Source: an optimization exercise on an open RTL-to-GDS flow (aim: small area and few clock cycles per item). Production flows keep margins and buffers that such runs may drop.
At most, simulation tests tie the RTL to the original design; equivalence was not proved.

// keccak
module keccak(clk, reset, in, in_ready, is_last, byte_num, buffer_full, out, out_ready);
Size: about 31000 cells after synthesis, roughly 5900 flip-flops, roughly 590 I/O pins.
clock: 5.0 ns
lec_check: 0
cap_margin: 10
core_margin: 2
core_utilization: 27
place_density: 0.5
setup_slack_margin: 0.1
slew_margin: 10
standard.sh (not shown) runs the stock make flow with config.mk's settings and CLKGATE_MAP_FILE= SYNTH_SCRIPT=/design/flow/synth_recipe.tcl, a recipe that flattens the netlist after the stock synthesis.
==> flow/flow/run.sh <==
#!/bin/bash
# Layout flow: the standard ORFS flow, except that
#  - ABC maps the logic for area (map -a) instead of the speed script;
#    registers are mapped before ABC runs, so they are the standard
#    synthesis's, with the same names and cells;
#  - clock tree: larger sink clusters and no dummy loads.
set -euo pipefail
W=$PWD
rm -rf scripts_mod
mkdir -p scripts_mod
cp -r "$FLOW_HOME"/scripts/. scripts_mod/
cp flow/abc_area.script scripts_mod/abc_area.script
make -C "$FLOW_HOME" DESIGN_CONFIG="$W/config.mk" WORK_HOME="$W/orfs" CLKGATE_MAP_FILE= \
  SYNTH_SCRIPT="$W/synth_recipe.tcl" SCRIPTS_DIR="$W/scripts_mod" ABC_AREA=1 synth > synth.log 2>&1
export CTS_ARGS="-sink_clustering_enable -repair_clock_nets -sink_clustering_size 25 -sink_clustering_max_diameter 100 -dont_use_dummy_load"
bash standard.sh > standard.log 2>&1
==> flow/flow/abc_area.script <==
strash
dch
map -a
topo
The baseline did not get past global routing (GRT-0116).
Edit:
CORE_UTILIZATION = 24   (was 27)
PLACE_DENSITY = 0.45   (was 0.5)
The changed run stopped in global routing on GRT-0116.
Area after synthesis does not change.
Synthesized cell count stays the same.
No run of this note included a check of the RTL's function; only the layout flow was run.

keccak, a different RTL version from the one above (not shown whole).
Size in the first run: ~32000 cells after synthesis, roughly 5900 flip-flops, roughly 590 I/O pins, about 290000 um^2 of cells after synthesis.
==> flow/config.mk <==
export PLATFORM = sky130hd
export DESIGN_NAME = keccak
export DESIGN_NICKNAME = keccak
export VERILOG_FILES = /design/flow/design.v
export SDC_FILE = /design/flow/constraint.sdc
export NUM_CORES = 8
export LEC_CHECK = 0
export CAP_MARGIN = 30
export CORE_MARGIN = 2
export CORE_UTILIZATION = 22
export PLACE_DENSITY = 0.42
export SETUP_SLACK_MARGIN = 0.3
export SLEW_MARGIN = 30
==> flow/constraint.sdc <==
create_clock -name core_clock -period 5.0 [get_ports {clk}]
set_input_delay 1.0000 -clock core_clock [delete_from_list [all_inputs] [get_ports {clk}]]
set_output_delay 1.0000 -clock core_clock [all_outputs]
set_load 0.01 [all_outputs]
==> flow/flow/run.sh <==
#!/bin/bash
# Layout flow: the standard ORFS flow, except that
#  - ABC maps the logic for area (map -a) instead of the speed script;
#    registers are mapped before ABC runs, so they are the standard
#    synthesis's, with the same names and cells;
#  - clock tree: larger sink clusters and no dummy loads;
#  - a fanout limit for the resizer (flow/maxfanout.tcl), so that it splits
#    the large control nets into local trees;
#  - the global router holds back more routing capacity (flow/fastroute.tcl).
set -euo pipefail
W=$PWD
rm -rf scripts_mod
mkdir -p scripts_mod
cp -r "$FLOW_HOME"/scripts/. scripts_mod/
cp flow/abc_area.script scripts_mod/abc_area.script
make -C "$FLOW_HOME" DESIGN_CONFIG="$W/config.mk" WORK_HOME="$W/orfs" CLKGATE_MAP_FILE= \
  SYNTH_SCRIPT="$W/synth_recipe.tcl" SCRIPTS_DIR="$W/scripts_mod" ABC_AREA=1 synth > synth.log 2>&1
export CTS_ARGS="-sink_clustering_enable -repair_clock_nets -sink_clustering_size 25 -sink_clustering_max_diameter 100 -dont_use_dummy_load"
export FLOW_MAX_FANOUT=24
for step in FLOORPLAN GLOBAL_PLACE RESIZE CTS GLOBAL_ROUTE; do
  export PRE_${step}_TCL="$W/flow/maxfanout.tcl"
done
export FASTROUTE_TCL="$W/flow/fastroute.tcl"
bash standard.sh > standard.log 2>&1
==> flow/flow/fastroute.tcl <==
# As the platform's fastroute.tcl, but the global router holds back more
# routing capacity (0.3 instead of 0.2), to leave the detailed router room.
set_global_routing_layer_adjustment $::env(MIN_ROUTING_LAYER)-$::env(MAX_ROUTING_LAYER) 0.3

set_routing_layers -clock $::env(MIN_CLK_ROUTING_LAYER)-$::env(MAX_ROUTING_LAYER)
set_routing_layers -signal $::env(MIN_ROUTING_LAYER)-$::env(MAX_ROUTING_LAYER)
==> flow/flow/maxfanout.tcl <==
# Limit the fanout of every net, so that the resizer splits the large
# control nets (block load select, buffer lane enables) into local trees.
set_max_fanout $::env(FLOW_MAX_FANOUT) [current_design]
Scripts as last shown in full above: flow/flow/abc_area.script
The first run never finished: it broke off in global routing (GRT-0116).
Testbench counts at the start, summed over its fixed seeds: cycles 13,126, items 1,600.
==> next run, changes <==
--- a/flow/flow/run.sh
+++ b/flow/flow/run.sh
@@ -8,2 +8 @@
-#    the large control nets into local trees;
-#  - the global router holds back more routing capacity (flow/fastroute.tcl).
+#    the large control nets into local trees.
@@ -23 +21,0 @@
-export FASTROUTE_TCL="$W/flow/fastroute.tcl"
--- a/flow/config.mk
+++ b/flow/config.mk
@@ -11 +11 @@
-export PLACE_DENSITY = 0.42
+export PLACE_DENSITY = 0.39
removed: flow/flow/fastroute.tcl
After rerunning: The new run stopped in global routing. Area after synthesis does not change. Synthesized cell count stays the same.
==> next run, changes <==
--- a/flow/flow/run.sh
+++ b/flow/flow/run.sh
@@ -7,2 +7,2 @@
-#  - a fanout limit for the resizer (flow/maxfanout.tcl), so that it splits
-#    the large control nets into local trees.
+#  - global routing may end with a little congestion, left to the detailed
+#    router, after fewer congestion iterations.
@@ -18,4 +18,2 @@
-export FLOW_MAX_FANOUT=24
-for step in FLOORPLAN GLOBAL_PLACE RESIZE CTS GLOBAL_ROUTE; do
-  export PRE_${step}_TCL="$W/flow/maxfanout.tcl"
-done
+export GLOBAL_ROUTE_ARGS="-congestion_iterations 10 -congestion_report_iter_step 5 -verbose -allow_congestion"
+export DONT_USE_CELLS="sky130_fd_sc_hd__xor2_4 sky130_fd_sc_hd__xnor2_4"
--- a/flow/config.mk
+++ b/flow/config.mk
@@ -11 +11 @@
-export PLACE_DENSITY = 0.39
+export PLACE_DENSITY = 0.45
removed: flow/flow/maxfanout.tcl
=> The new run did not get past global routing with GRT-0232; synthesized area does not change; synthesized cell count stays the same.
==> next run, changes <==
--- a/flow/flow/run.sh
+++ b/flow/flow/run.sh
@@ -6 +6 @@
-#  - clock tree: larger sink clusters and no dummy loads;
+#  - clock tree: larger sink clusters of X8 clock buffers and no dummy loads.
@@ -17 +17 @@
-export CTS_ARGS="-sink_clustering_enable -repair_clock_nets -sink_clustering_size 25 -sink_clustering_max_diameter 100 -dont_use_dummy_load"
+export CTS_ARGS="-sink_clustering_enable -repair_clock_nets -sink_clustering_size 20 -sink_clustering_max_diameter 100 -dont_use_dummy_load -buf_list sky130_fd_sc_hd__clkbuf_8"
@@ -19 +18,0 @@
-export DONT_USE_CELLS="sky130_fd_sc_hd__xor2_4 sky130_fd_sc_hd__xnor2_4"
--- a/flow/config.mk
+++ b/flow/config.mk
@@ -11 +11 @@
-export PLACE_DENSITY = 0.45
+export PLACE_DENSITY = 0.42
The changed run aborted during global routing.
Synthesized area does not change.
Synthesized cell count does not change.
